What follows belongs to an exercise in optimizing a design on an open flow for small area; a production flow would make more cautious choices.
The RTL was checked by simulation tests, not by an equivalence proof against the original design.
Power is estimated from default activity; no workload was simulated.

File: design/flow/config.mk
export PLATFORM = sky130hd
export DESIGN_NAME = cart_top
export DESIGN_NICKNAME = cart_top
export VERILOG_FILES = /design/flow/design.v
export SDC_FILE = /design/flow/constraint.sdc
export NUM_CORES = 4
export LEC_CHECK = 0
export CAP_MARGIN = 20
export CORE_MARGIN = 2
export CORE_UTILIZATION = 40
export SLEW_MARGIN = 20
File: design/flow/constraint.sdc
create_clock -name core_clock -period 10.0 [get_ports {clk25}]
set_input_delay 2.0000 -clock core_clock [delete_from_list [all_inputs] [get_ports {clk25}]]
set_output_delay 2.0000 -clock core_clock [all_outputs]
set_load 0.01 [all_outputs]
File: design/flow/design.v
module control
# (
	parameter clk_hz = 25000000,
	parameter sclk_hz = 256,
	parameter servo_min = 0,
	parameter servo_max = 255,
	parameter servo_step = 32,
	parameter servo_center = 155,
	parameter motor_min = 0,
	parameter motor_max = 255,
	parameter motor_step = 32
) (
	input  logic clk,
	input  logic rst,
	input  logic ir_ready,
	input  logic can_move_fwd,
	input  logic [31:0] command,
	output logic state,					
	output logic ctl_valid,
	output logic ack,
	output logic direction,
	output logic [7:0] motor_dc,
	output logic [7:0] servo_dc
);
	localparam MAX_DIV = clk_hz / (2 * sclk_hz);				 
	logic [$clog2(MAX_DIV)-1:0] frdiv;					 
	logic [7:0] timer;
	logic stall;
	logic stk;
	logic sclk;
	logic sclk_rise;							 
	assign sclk_rise = (frdiv == MAX_DIV - 'd1) && ~sclk;
	always_ff @(posedge clk or posedge rst) begin				 
		if (rst) begin
			frdiv <= 1'd0;
			sclk <= 1'd0;
		end else begin
			if (frdiv == MAX_DIV - 'd1) begin
				sclk <= ~sclk;
				frdiv <= 0;
			end else
				frdiv <= frdiv + 'd1;
		end
	end
	always_ff @(posedge clk or posedge rst) begin
		if (rst) begin					 
                        state <= 1'd0;
			ctl_valid <= 1'd1;
                        ack <= 1'd0;
			motor_dc <= 8'd0;
			direction <= 1'd1;
			servo_dc <= 8'(servo_center);
			timer[7:0]<=8'd0;
			stall <= 'd0;
			stk <= 'd0;
		end else if (sclk_rise) begin		 
			ctl_valid <= 1'd1;			 
		        if (~can_move_fwd) begin		 
				direction <= 1'd0;
				stall <= 1'd1;
				motor_dc <= 8'(motor_max);
				stk <= 'd1;
			end
			if(stall) begin				 
				servo_dc <= 8'd50;
				if (timer <= 8'd250)
					timer <=timer + 1'd1;
                                else begin
                                        direction <=1'd1;
                                        timer <= 8'd0;
                                        motor_dc <= 8'd0;
					servo_dc <= 8'(servo_center);	
					stk <= 'd0;
					stall <= 'd0;	
                                end
			end 
			if (ir_ready) begin					 
				case (command)					 
					32'hFE010707:	state <= 1'd1;		 
					32'hFD020707:	begin			 
								state <= 1'd0;
								motor_dc <= 8'd0;
								servo_dc <= 8'(servo_center);
							end
				endcase
				if (state) begin				 
					case (command)				 
					32'hED120707:	direction <= 1'd1;	 
					32'hEF100707:	direction <= 1'd0;	 
					32'h9A650707:	if (servo_dc <= 8'(servo_max - servo_step)) begin	 
								servo_dc <= servo_dc + 8'(servo_step);
							end
					32'h9D620707:	if (servo_dc >= 8'(servo_min + servo_step)) begin	 
								servo_dc <= servo_dc - 8'(servo_step);
							end				
					32'h9F600707:	if (can_move_fwd && motor_dc <= 8'(motor_max - motor_step)) begin	 
								motor_dc <= motor_dc + 8'(motor_step);
							end
					32'h9E610707:	if (motor_dc >= 8'(motor_min + motor_step)) begin	 
								motor_dc <= motor_dc - 8'(motor_step);
							end
					32'h86790707:	motor_dc <= 8'd0;					 
					32'h97680707:	servo_dc <= 8'(servo_center);				 
					endcase
				end
				ack <= 1'd1;				 
			end else begin
				ack <= 1'd0;				 
			end
		end
	end
endmodule
module motor_drv
# (
	parameter clk_hz = 25000000,					 
	parameter pwm_hz = 250
) (
	input logic clk,
	input logic enable,
	input logic rst,
	input logic direction,
	input logic [7:0] duty_cycle,
	output logic pwm_outA,
	output logic pwm_outB
);
	localparam integer CLK_DIV = clk_hz / (256 *  pwm_hz);		 
	logic [$clog2(CLK_DIV)-1:0] clock_counter;			 
	logic [7:0] pwm_counter;
	always_ff @(posedge clk or posedge rst) begin
		if (rst) begin
			clock_counter  <= 0;
			pwm_counter <= 8'd0;
		end else if (enable) begin
			clock_counter <= clock_counter + 1;
			if (clock_counter == CLK_DIV - 1) begin		 
				clock_counter <= 0;
				pwm_counter <= pwm_counter + 8'd1;		 
			end
		end
	end
	logic pwm;							
	assign pwm = (pwm_counter < duty_cycle);			 
	assign pwm_outA = direction ? pwm : 0;				 
	assign pwm_outB = direction ? 0 : pwm;
endmodule
module servo_pdm
# (
        parameter  clk_hz   = 25000000 									 
) ( 
        input  wire       rst,										 
        input  wire       clk,										 
        input  wire       en,										 
        input  wire [7:0]  duty,									 
        output wire       pdm_done									 
);
	wire [15:0] pdm_width;										 
	reg [15:0] pdmw_counter;									 
	localparam zero_dur = clk_hz / 1000 * 20;							 
	localparam div_counter_w = $clog2(zero_dur);
	reg [div_counter_w-1:0] div_counter;								 
	reg pdm_done_reg;
	assign pdm_done = pdm_done_reg;
	assign pdm_width = (duty << 6) + 'd27500;							 
	always @(posedge rst or posedge clk) begin							 
		if (rst) begin
			div_counter <= 'd0;
			pdmw_counter <= 'd0;
			pdm_done_reg <= 'b0;
		end else if (en) begin
			if(pdm_done_reg == 'b1) begin
				if (pdmw_counter != pdm_width) begin					 
					pdmw_counter <= pdmw_counter + 'd1;
				end else begin			
					pdm_done_reg <= 'b0;						 
					div_counter <= 'd0;						 
				end
			end else begin
				div_counter <= div_counter + 'd1;					 
				if (div_counter == zero_dur) begin		
					pdm_done_reg <= 'b1;
					pdmw_counter <= 'd0;
				end
			end
		end
	end
endmodule
module ir_decoder (
	input wire clk,
        input wire rst,
	input wire ack,
        input wire enable,
        input wire ir_input,
        output reg ready,
        output wire [31:0] command
);
	localparam T0_MIN = (28256-2816)/64;						 
	localparam T0_MAX = (28256+2816)/64;
	localparam T1_MIN = (57008-5648)/64;						 
	localparam T1_MAX = (57008+5648)/64;
	localparam START_MIN = (128176-6400)/64;					 
	localparam START_MAX = (128176+6400)/64;
	reg [15:0] slow_clk_div;
	wire slow_clk;
	wire slow_clk_rise;							 
        wire strobe_front;
	reg  ir_input_last;								 
	reg [20:0] t1;									 
	reg [7:0] bit_count;								 
	reg [31:0] cmd;									 
	always @(posedge clk or posedge rst)
	begin
		if(rst) begin
			slow_clk_div <= '0;
		end else begin
			slow_clk_div <= slow_clk_div + 'd1;
		end
	end
	assign slow_clk = slow_clk_div[5];						 
	assign slow_clk_rise = (slow_clk_div[5:0] == 6'd31);
	assign command[31:0] = cmd[31:0];
	assign strobe_front = (ir_input_last != ir_input) * ir_input;			 
	always @(posedge clk or posedge rst)
        begin
		if(rst) begin								 
			ir_input_last <= 1'b1;
		        t1 <= 'b0;
			bit_count <= '0;
			cmd<= '0;
			ready <= 1'd0;
                end else if (slow_clk_rise) begin		 
                        if(enable)
                        begin	
				ir_input_last <= ir_input;
				if(strobe_front == 'b0)					 
					t1<=t1+ 'b1;
				else begin
					if(t1 == 21'h1fffff) begin			 
						t1 <= '0;
						bit_count <= '0;
						cmd <= '0;
					end
					if(t1>START_MIN  && t1<START_MAX) begin		 
						bit_count <= '0;
						cmd <= '0;
					end
					if(!ready) begin				 
						if(t1<T0_MAX && t1>T0_MIN) begin	 
							cmd <= {1'b0, cmd[31:1]};
							bit_count<=bit_count+'b1;	
						end
						if(t1>T1_MIN && t1<T1_MAX) begin	 
							cmd <= {1'b1, cmd[31:1]};
							bit_count <= bit_count + 'b1;
						end
					end
					t1<='b0;
					if (bit_count == 31) begin
						ready <= 1;
					end
				end
				if (ack == 1) ready <= 1'd0;				 
                        end
                end
        end
endmodule
module adc_hysteresis 
# (
	x_High = 12'd3000,					 
	x_Low = 12'd1000					 
) (
	input  logic rst,
	input  logic clk,
	input  logic adc_ready,
	input  logic [11:0] d_signal,				 
	output logic [11:0] not_d_signal,
	output logic can_move_fwd,
	output logic adc_ack
);
	logic [12:0] old_d_signal0;				 
	always_ff @(posedge clk or posedge rst) begin
		if (rst) begin 					 
			can_move_fwd	<= 1'd1;
			not_d_signal	<= 12'd0;
			old_d_signal0	<= 12'd0;
			adc_ack		<= 1'd0;
		end else if (adc_ready) begin
			old_d_signal0 <= d_signal;
			not_d_signal  <= (d_signal + old_d_signal0) >> 1;	 
			if (not_d_signal < x_Low)
				can_move_fwd <= 1'd1;
			else if (not_d_signal > x_High)
				can_move_fwd <= 1'd0;
			adc_ack	<= 1'd1;			 
		end else
			adc_ack <= 1'd0;			 
	end
endmodule
module adc_capture
# (
	parameter clk_hz = 25000000,						
	parameter sclk_hz = 5000000,					 
	parameter cycle_pause = 10					 
) (
	input  logic clk,
	input  logic rst,
	input  logic en,
	input  logic adc_ack,						 
	input  logic [2:0] address,					 
	input  logic dout_bit,						 
	output logic sclk,						 
	output logic cs,						 
	output logic adc_ready,						 
	output logic din_bit,						 
	output logic [11:0] d_signal					 
);
	localparam MAX_DIV = clk_hz / (2 * sclk_hz) - 1;		 
	logic [$clog2(MAX_DIV + 1) - 1:0] frdiv;			 
	logic clk2;
	logic clk2_rise, clk2_fall;					 
	assign clk2_rise = (frdiv >= MAX_DIV) && ~clk2;
	assign clk2_fall = (frdiv >= MAX_DIV) && clk2;
	always_ff @(posedge clk or posedge rst) begin
		if (rst) begin
			sclk <= 1'd0;
			clk2 <= 1'd0;
			frdiv <= 'd0;					 
		end else begin
			if (frdiv >= MAX_DIV) begin
				clk2 <= ~clk2;				 
				if (~cs) sclk <= ~sclk;			 
				frdiv <= 'd0;
			end else begin
				frdiv <= frdiv + 'd1;
			end
		end
	end
	logic [7:0] din;						 
	logic [15:0] dout;						 
	assign d_signal =32'd4095- dout[11:0];
	logic [3:0] cs_reg;						 
	logic [$clog2(cycle_pause) - 1:0] cs_pause;			 
	always_ff @(posedge clk or posedge rst) begin			 
		if(rst) begin
			din_bit <= 1'd0;
                        din <= 8'd0;
		end else if (clk2_fall) begin
			din[7:0] <= {2'b00, address, 3'b00};
			if (cs == 1'd0) begin				 
				if (cs_reg < 8) begin
					din_bit <= din[5'd7 - cs_reg];   
				end
			end
		end	
	end
	always_ff @(posedge clk or posedge rst) begin			 
		if (rst) begin						 
			adc_ready <= 1'd0;
			cs_reg <= 5'd0;
			cs_pause <= 'd0;				 
			cs <= 1'd0;
			dout <= 16'd0;
		end else if (clk2_rise && en) begin
			if ( ~adc_ready) begin					 
				if (cs == 1'd0) begin				 
					dout[15:0] <= {dout[14:0], dout_bit};	 
					if (cs_reg == 5'd15) begin		 
						cs <= 1'd1;
						cs_reg <= 5'd0;
						adc_ready <= 1'd1;		 
					end else begin
						cs_reg <= cs_reg + 5'd1;
					end
				end else begin					 
					if (cs_pause >= cycle_pause) begin	 
						cs <= 1'd0;
						cs_pause <= 'd0;
					end else begin
						cs_pause <= cs_pause + 'd1;
					end
				end
			end else if (adc_ack) begin
				adc_ready <= 1'd0;			 
			end
		end
	end
endmodule
module cart_top (
	input  logic clk25,			 
	input  logic [0:0] key,			 
	input  logic ir_in,			 
	output logic [2:0] gpio_lo,		 
	output logic [9:4] gpio_hi,		 
	output logic [3:0] led,
	input  logic adc_spi_miso,		 
	output logic adc_spi_mosi,		 
	output logic adc_spi_sclk,		 
	output logic adc_spi_csn		 
);
	logic state;
	logic [7:0] motor_dc;
	logic [7:0] servo_dc;
	logic direction;
	logic ctl_valid;
	logic ack;
	logic adc_ack;
	logic can_move_fwd;
	logic [11:0] not_d_signal;
	logic dout_bit;
	logic sclk;
	logic cs;
	logic adc_ready;
	logic din_bit;
	logic [11:0] d_signal;
	assign adc_spi_sclk = sclk;
	assign adc_spi_mosi = din_bit;
	assign adc_spi_csn = cs;
	assign dout_bit = adc_spi_miso;
	logic ir_ready;
	logic [31:0] command;
	assign gpio_hi[9:4] = {adc_ready, ctl_valid, sclk, cs, din_bit, dout_bit};
	assign led[0] = state;
	assign led[1] = can_move_fwd;
	assign led[2] = direction;
	assign led[3] = motor_dc[7];	
	logic rst;
	assign rst = key[0];
        control
        # (
                .clk_hz(25000000),
		.sclk_hz(2048),		 
		.servo_step(16)
        ) control_inst (
		.clk(clk25),
		.rst(rst),
		.ir_ready(ir_ready),
		.command(command),
		.can_move_fwd(can_move_fwd),
		.state(state),
		.ctl_valid(ctl_valid),
		.ack(ack),
		.motor_dc(motor_dc),
		.direction(direction),
		.servo_dc(servo_dc)
        );
	motor_drv 
	# (
		.clk_hz(25000000),
		.pwm_hz(250)
	) motor_inst (
		.clk(clk25),
		.enable(ctl_valid),
		.rst(rst),
		.direction(direction),
		.duty_cycle(motor_dc),
		.pwm_outA(gpio_lo[0]),		 
		.pwm_outB(gpio_lo[1])
	);
	servo_pdm
	# (
		.clk_hz(25000000)
	) servo_inst (
		.rst(rst),
		.clk(clk25),
		.en(ctl_valid),
		.duty(servo_dc),
		.pdm_done(gpio_lo[2])
	);
	ir_decoder decoder_inst (
		.clk(clk25),
		.rst(rst),
		.enable(ctl_valid),
		.ir_input(ir_in),		 
		.ack(ack),
		.ready(ir_ready),
		.command(command)
	);
	adc_hysteresis
	# (
		.x_High(12'd1246),
		.x_Low(12'd1059)		 
	) hysteresis_inst (
		.rst(rst),
		.clk(clk25),
		.adc_ready(adc_ready),
		.d_signal(d_signal),
		.not_d_signal(not_d_signal),
		.can_move_fwd(can_move_fwd),
		.adc_ack(adc_ack)
	);
	adc_capture 
	# (
		.clk_hz(25000000),
		.sclk_hz(5000000),
		.cycle_pause(30)
	) adc_capture_inst (
		.clk(clk25),
		.rst(rst),
		.en(ctl_valid),
		.adc_ack(adc_ack),
		.address(3'b000),		 
		.dout_bit(dout_bit),
		.sclk(sclk),
		.cs(cs),
		.adc_ready(adc_ready),
		.din_bit(din_bit),
		.d_signal(d_signal)
	);
endmodule
File: design/flow/run.sh
#!/bin/bash
# synth_recipe.tcl (not shown) runs the flow's synth.tcl, then flattens the netlist and writes it again
# the make line also repeats each setting of config.mk as NAME=value (left out here)
make -C /OpenROAD-flow-scripts/flow DESIGN_CONFIG=/design/flow/config.mk WORK_HOME=/design/flow/orfs CLKGATE_MAP_FILE= SYNTH_SCRIPT=/design/flow/synth_recipe.tcl finish
==> impl_metrics.csv <==
group,metric,value,unit
outcome,outcome,"no timing/DRC/antenna violations",
detailed_routing,finalWirelength,23460,microns
worst_setup_path,timing.critical_path.required,8.00,ns
die,core.rowCount,63,
detailed_routing,drc,0,
clock_tree,cts_resized,0,
synthesis,postSynth.asyncResetShare,1.000,
detailed_routing,via_count,8805,
die,num_io_pins,20,
pwr,power.sequential.fraction,0.460,
pwr,static-leakage-power,5.793,nW
detailed_routing,dr_wl_met2,10690,microns
die,fp.dieArea,31060,sq um
clock_tree,cts_made_buffers,26,
timing,setup_repair_after_global_routing_missed_its_margin,"no",
finish,stdcell_count,1637,
global_route,total_grt_usage,0.1572,
finish,layout-drive-gt1-share,0.09062,
timing,totalNegativeSetupSlack,0,ns
timing,max_freq,0.1996,GHz
clock_tree,worstSkewPairLatency,0.55,ns
timing,setup_viol,0,
synthesis,synth_sequential_area_ratio,0.4564,
synthesis,synth.avg_cell_area,9.569,sq um
global_route,vias_in_the_first_global_route,8399,
worst_setup_path,critical_path.n_buffers_inverters,2,
run,maximum_capacitance_violations,0,
finish,top_register,"decoder_inst.cmd",
global_route,grt.overflow.total,0,
clock_tree,cts.htree.levels,1,
timing,finalCritPeriodShare,0.5010,
timing,maxSlewViolCount,0,
clock_tree,clk_pin_slew,0.06,ns
clock_tree,clock_path_buffers,3,
die,dieWidth,176.2,microns
timing,fin_crit,5.010,ns
timing,finalHoldViolCount,0,
worst_setup_path,slowest_delay,0.54,ns
detailed_routing,initial_drt_markers,407,
placement,place_inst,1589,
synthesis,postSynth.topFlopCell,"dfrtp_1",
die,die_y,176.2,microns
worst_setup_path,worst_ep_arrival_time,3.01,ns
worst_setup_path,end_kind,"output port",
worst_setup_path,worst_path_dominant_cell_family,"buffers and inverters",
die,coreArea,29400,sq um
worst_setup_path,most_common_cell_type_on_the_critical_path,"clkdlybuf4s50_1",
worst_setup_path,slowest_cell_on_crit_path,"clkdlybuf4s50_1",
finish,insertedDiodeCount,0,
pwr,power_per_cell_area,146.0,nW/um^2
clock_tree,cts.sinks,216,
placement,dp_hpwl,15760,microns
timing,clock_skew,0.01820,ns
pwr,ir_drop,0.1436,mV
placement,numPortBuffers,16,
clock_tree,ctsRootBufferMaster,"clkbuf_16",
pwr,netSwitchingPower,0.4111,mW
detailed_routing,vias_per_cell,5.379,
die,initial_utilization,0.4035,
placement,finalWeightedCongestion,0.8213,
finish,syn_to_final_growth,11.37,%
worst_setup_path,critPathLaunchType,"primary input",
synthesis,synth.area.top_cells,"dfrtp_1 44%, ha_1 4.7%, nand2_1 3.8%",
global_route,grt_first_pass_wirelength,41520,microns
worst_setup_path,path_class,"primary input to output port",
pwr,clock_power_share,0.520,
detailed_routing,first_pass_iters,5,
synthesis,synth_top_area_frac,0.4387,
pwr,power.combinational.fraction,0.020,
detailed_routing,wl_met1,11580,microns
synthesis,yosys_warnings,6,
clock_tree,cts_tree,"built",
synthesis,count_of_flip_flops_with_a_built_in_enable_after_synthesis,0,
detailed_routing,met3_routed_wl,727,microns
synthesis,synthTopCellsByCount,"208 x dfrtp_1, 121 x nand2_1, 110 x nor2_1",
worst_setup_path,series_of_cell_instances_along_the_critical_path,"clkdlybuf4s50_1, clkdlybuf4s50_1",
synthesis,ys_seq_elements,216,
synthesis,synth_top_area_cell,"dfrtp_1",
global_route,grt_max_degree,133,
synthesis,mappedNetlistArea,11870,sq um
pwr,power.share.switching,0.2131,
finish,fillers,2815,
finish,largest_register_ffs,32,
clock_tree,hold_buffers,0,
timing,max_slew.worst_pin.slew,0.8946,ns
clock_tree,post_cts.repair.setup_buffers,0,
synthesis,synthDistinctLibCells,81,
worst_setup_path,cp_max_fo,2,
detailed_routing,ant_nets,0,
finish,reg_top3,"decoder_inst.cmd: 32 flops, decoder_inst.t1: 21 flops, servo_inst.div_counter: 19 flops",
synthesis,synthCells,1240,
worst_hold_path,hold_class,"register to register",
finish,nets,1277,
pwr,cell_internal_pwr,1.518,mW
global_route,antenna_found_initial,0,
detailed_routing,wire_per_inst,14.33,microns
timing,timing.max_slew.rel_slack,0.4036,
synthesis,most_frequent_cell_after_synthesis,"dfrtp_1",
detailed_routing,highest-signal-layer,"met4",
-- path summary, 6_finish.rpt --
check	cells past startpoint	slack (ns)	startpoint	to
min reg2reg	1	0.44	adc_capture_inst.dout[11]$_DFFE_PP0P_	hysteresis_inst.old_d_signal0[11]$_DFFE_PP0P_
max	2	4.99	adc_spi_miso	gpio_hi[4]
min in group asynchronous	2	2.06	key[0]	motor_inst.clock_counter[4]$_DFF_PP0_
max in group asynchronous	3	6.63	key[0]	control_inst.ack$_DFFE_PP0P_
min	1	0.44	adc_capture_inst.dout[11]$_DFFE_PP0P_	hysteresis_inst.old_d_signal0[11]$_DFFE_PP0P_
max reg2reg	6	6.94	control_inst.servo_dc[7]$_DFFE_PP1P_	servo_inst.div_counter[4]$_DFFE_PP0P_
-- routing by layer --
metal | up-vias | track usage
met3 | 31 | 0.02412
met4 | 0 | 0.04098
met2 | 110 | 0.2477
li1 | 4401 | -
met5 | - | 0
met1 | 4263 | 0.2268
-- cell families (layout without fill, tap and decap cells) --
family / count (synthesis) / count (layout) / share of synthesized area
muxes: 33 / 33 / 0.03069
other: 2 / 3 / 0.0006329
xor gates and xnor gates: 77 / 77 / 0.05684
DFF: 216 / 216 / 0.4564
adders and majority gates: 46 / 46 / 0.04914
and+or+nand+nor: 489 / 489 / 0.2144
buffers and inverters: 126 / 132 / 0.04629
AOI/OAI and AO/OA: 251 / 251 / 0.1456
-- final cells by class --
cell class | count | area [sq um] | area share
timing repair buffer | 24 | 224.0 | 0.01695
tap | 390 | 488.0 | 0.03693
clock inverter | 12 | 185.2 | 0.01401
multi-input combinational | 899 | 5918 | 0.4479
clock buffer | 36 | 748.2 | 0.05662
sequential | 216 | 5415 | 0.4098
inverter | 60 | 235.2 | 0.01780
-- power groups by stage --
stage	sequential, mW	clock, mW	combinational, mW
floorplan	0.900	0	0.0327
global placement	0.903	0	0.0400
detailed placement	0.903	0	0.0404
CTS	0.887	1.04	0.0403
global route	0.888	1.08	0.0468
finish	0.887	1.00	0.0384
-- placed cells by master (no fill, tap or decap), types with 26 or more instances in the layout --
cell type,instances
mux2_2,27
ha_1,45
inv_1,58
nand2_1,121
clkbuf_16,26
nand3_1,60
xor2_1,31
dfrtp_1,208
nor3_1,37
o21ai_0,74
a22o_1,37
a21oi_1,43
xnor2_1,46
nor2_1,110
-- stage by stage --
| step | util | instance area [sq um] | hold slack [ns] | setup WS [ns] | total power [mW] |
|---|---|---|---|---|---|
| final | 0.4494 | 13210 | 0.4386 | 4.990 | 1.929 |
| after detailed placement | 0.4176 | 12280 | 0.4388 | 4.994 | 0.9430 |
| after global placement | 0.4176 | 12280 | 0.4272 | 4.998 | 0.9428 |
| after global routing | 0.4494 | 13210 | 0.4820 | 4.936 | 2.014 |
| after CTS | 0.4493 | 13210 | 0.4401 | 4.986 | 1.966 |
| after floorplan | - | 11870 | 0.3732 | 2.106 | 0.9323 |

[static timing again, ports no longer ideal]
Ports are ideal in the flow. The routed layout listed here was re-timed in OpenROAD.
Step 1 assumes that a clkbuf_16 drives the clock port and a buf_2 every other input.
Step 2, shift: input delay + t, output delay - t, t = (earliest + latest rising clock arrival at the registers) / 2. This alone moves slack from input paths to output paths.
Slacks: no drivers / after step 1 / after step 2; pairs: no drivers / after step 1.
t, ns: 0.589
setup WS [ns]: 4.990 / 4.965 / 4.965
worst hold slack (ns): 0.439 / 0.439 / 0.439
worst setup path after step 2: input to output
latest minus earliest clock arrival (ns): 0.019 / 0.019
After both steps this run still meets setup and hold. For this run, drivers alone change the setup slack by -0.025 ns; drivers and shift together by -0.025 ns.
